This design comes from an exercise in tuning for small area and a short achievable clock period on the open sky130 flow, not from production work.
RTL that was checked went through simulation tests only; none was proved equivalent to the original.

==> inputs of run a <==
// mas_mul_radix_top
module mas_mul_radix_top (
  input               clk,
  input               rstn,
  input        [31:0] in1,
  input        [31:0] in2,
  output logic [63:0] res
);
==> module mas_radix_encoder, before the edit <==
module mas_radix_encoder (
  input  [31:0] in1,
  input  [2:0]  in2,
  output        flag,
  output [32:0] res
);
wire one = in2[0] ^ in2[1];
wire two = (in2[2] & ~in2[1] & ~in2[0]) | (~in2[2] & in2[1] & in2[0]);
assign flag = in2[2] & ~(in2[1] & in2[0]);
wire [33:0] u = {{1'b0, in1} ^ {33{flag}}, flag};
assign res = ({33{one}} & u[33:1]) | ({33{two}} & u[32:0]);
endmodule
export LEC_CHECK = 0
export CAP_MARGIN = 20
export CORE_MARGIN = 2
export CORE_UTILIZATION = 45
export SLEW_MARGIN = 20
export SYNTH_HIERARCHICAL = 1
export SYNTH_MINIMUM_KEEP_SIZE = 0
create_clock -name core_clock -period 13.5 [get_ports {clk}]
standard.sh (not shown) runs the stock make flow with config.mk's settings and CLKGATE_MAP_FILE= SYNTH_SCRIPT=/design/flow/synth_recipe.tcl, a recipe that flattens the netlist after the stock synthesis.
==> flow/flow/run.sh <==
#!/bin/bash
# Own layout flow: the standard synthesis and layout, with the port
# buffers made from plain buffers (buffer_ports -buffer_cell) instead of the
# cell buffer_ports picks by itself.  Each tool's output goes to a log here.
set -euo pipefail
bash standard.sh synth > synth.log 2>&1
bash standard.sh "BUFFER_PORTS_ARGS=-buffer_cell sky130_fd_sc_hd__buf_2" finish > layout.log 2>&1
==> run b: changes against run a <==
--- a/flow/design.v
+++ b/flow/design.v
@@ -4,11 +4,28 @@
   output        flag,
   output [32:0] res
 );
-wire one = in2[0] ^ in2[1];
-wire two = (in2[2] & ~in2[1] & ~in2[0]) | (~in2[2] & in2[1] & in2[0]);
+wire one_n = ~(in2[0] ^ in2[1]);
+wire two_n = ~((in2[2] & ~in2[1] & ~in2[0]) | (~in2[2] & in2[1] & in2[0]));
 assign flag = in2[2] & ~(in2[1] & in2[0]);
-wire [33:0] u = {{1'b0, in1} ^ {33{flag}}, flag};
-assign res = ({33{one}} & u[33:1]) | ({33{two}} & u[32:0]);
+wire [33:0] un;
+wire s_n = ~in2[2];
+assign un[0]  = s_n;
+assign un[33] = s_n;
+genvar j;
+generate
+  for (j = 0; j < 32; j = j + 1) begin : g_x
+    mas_radix_xnor x (.a(in1[j]), .b(in2[2]), .y(un[j+1]));
+  end
+  for (j = 0; j < 33; j = j + 1) begin : g_s
+    mas_radix_sel s (.one_n(one_n), .u1_n(un[j+1]), .two_n(two_n), .u2_n(un[j]), .y(res[j]));
+  end
+endgenerate
+endmodule
+module mas_radix_xnor (input a, b, output y);
+assign y = ~(a ^ b);
+endmodule
+module mas_radix_sel (input one_n, u1_n, two_n, u2_n, output y);
+assign y = ~((one_n | u1_n) & (two_n | u2_n));
 endmodule
 module mas_radix_adder (
   input  a,
CAP_MARGIN = 50   (was 20)
CORE_UTILIZATION = 60   (was 45)
SETUP_SLACK_MARGIN = 4.5   (was unset)
SLEW_MARGIN = 75   (was 20)
==> comparison table <==
quantity                                                                   run b          run a
Area used by multi-input combinational logic                         22610 sq um    22650 sq um
Sequential area share after synthesis                                    0.06680        0.06306
Compound-gate portion of the synthesized area                             0.2059         0.2007
Share of final layout cell area taken by non-clock buffers               0.06454        0.03990
Area share of the largest cell type after synthesis                       0.4008         0.3783
FILL cells                                                                  3079           5247
Die span in x                                                      203.9 microns  241.6 microns
Worst Path Max Fanout                                                         33             36
Achievable clock frequency                                             114.6 MHz      107.2 MHz
Number of cells on the critical path                                          22             21
Initial Utilization                                                       0.6063         0.4531
Signal inverters                                                              64             80
Fraction of standard cell area that is sequential                        0.05893        0.05953
Post-DP HPWL                                                            72.33 mm       73.37 mm
Met2 routed wirelength                                                  38.26 mm       43.44 mm
Crit. Startpoint                                                          in2[7]         in2[5]
Final Net Count                                                             3142           3195
Result of the run                               no timing/DRC/antenna violations  no timing/DRC/antenna violations
Number of unique standard cell types used by synthesis                        17             25
Fraction of the core area covered by cells at the end of the flow         0.6872         0.4799
Only the layout flow was run in run a; the RTL was not checked for function there.

---

==> inputs of ember <==
Another version of the RTL of mas_mul_radix_top (not shown whole).
==> module mas_radix_encoder, before the edit <==
module mas_radix_encoder (
  input  [31:0] in1,
  input  [2:0]  in2,
  output        flag,
  output        flag_n,
  output [32:0] res
);
wire one_n = ~(in2[0] ^ in2[1]);
wire two_n = ~((in2[2] & ~in2[1] & ~in2[0]) | (~in2[2] & in2[1] & in2[0]));
assign flag = in2[2] & ~(in2[1] & in2[0]);
mas_radix_negn c3 (.b(in2), .y(flag_n));
wire [33:0] un;
wire s_n = ~in2[2];
assign un[0]  = s_n;
assign un[33] = s_n;
genvar j;
generate
  for (j = 0; j < 32; j = j + 1) begin : g_x
    mas_radix_xnor x (.a(in1[j]), .b(in2[2]), .y(un[j+1]));
  end
  for (j = 0; j < 33; j = j + 1) begin : g_s
    mas_radix_sel s (.one_n(one_n), .u1_n(un[j+1]), .two_n(two_n), .u2_n(un[j]), .y(res[j]));
  end
endgenerate
endmodule
export LEC_CHECK = 0
export CAP_MARGIN = 30
export CORE_MARGIN = 2
export CORE_UTILIZATION = 60
export SETUP_SLACK_MARGIN = 5
export SLEW_MARGIN = 50
export SYNTH_HIERARCHICAL = 1
export SYNTH_MINIMUM_KEEP_SIZE = 0
create_clock -name core_clock -period 13.5 [get_ports {clk}]
Scripts as last shown in full above: flow/flow/run.sh
==> sierra (differences from ember) <==
--- a/flow/design.v
+++ b/flow/design.v
@@ -9,5 +9,5 @@
 wire two_n = ~((in2[2] & ~in2[1] & ~in2[0]) | (~in2[2] & in2[1] & in2[0]));
 assign flag = in2[2] & ~(in2[1] & in2[0]);
-mas_radix_negn c3 (.b(in2), .y(flag_n));
+mas_radix_inv c3 (.a(flag), .y(flag_n));
 wire [33:0] un;
 wire s_n = ~in2[2];
==> summary of the runs <==
ember produced a clean layout. sierra finished with timing, DRC and antenna clean.
Between sierra and ember, the lower global-route usage is in ember (gap 0.21 points).
Against ember, the die area of sierra is smaller by about 0.4%.
Between sierra and ember, the lower first-iteration DRC count is in ember (gap about 2.4%, measured against ember).
Of sierra and ember, ember has the higher final area (gap 1.0%, measured against ember).
In ember the area after synthesis is higher than in sierra, by 0.42%.
In synthesized cell count, sierra and ember do not differ.
Of sierra and ember, ember has the higher cell count (gap about 0.3%, measured against ember).
Function was not checked in any run of this note: the RTL went through the layout flow alone.

==> static timing again, ports no longer ideal <==
The flow's constraints put no driver on any port. The routed layouts listed below were extracted and timed again, unchanged, in two steps.
Step 1 assumes that a clkbuf_16 drives the clock port and a buf_2 every other input.
Step 2 moves the port delays by t, midway between the first and last clock arrival at a register: inputs arrive t later, outputs are due t later. That takes back most of the time a late clock gives input paths.
a / b / c = ideal / step 1 / step 2; a / b = the first two.
run	t, ns	slack for setup (ns)	clock arrival spread, ns	cell pins on the clock port's net
run a	0.391	4.168 / 4.187 / 3.796	0.013 / 0.012	1
run b	0.400	4.771 / 4.800 / 4.400	0.017 / 0.016	1
ember	0.399	5.043 / 5.072 / 4.673	0.012 / 0.012	1
sierra	0.406	5.016 / 5.035 / 4.629	0.016 / 0.016	1
After both steps every run listed still meets setup and hold. For sierra, which loses most, drivers alone change the setup slack by +0.019 ns; drivers and shift together by -0.387 ns.
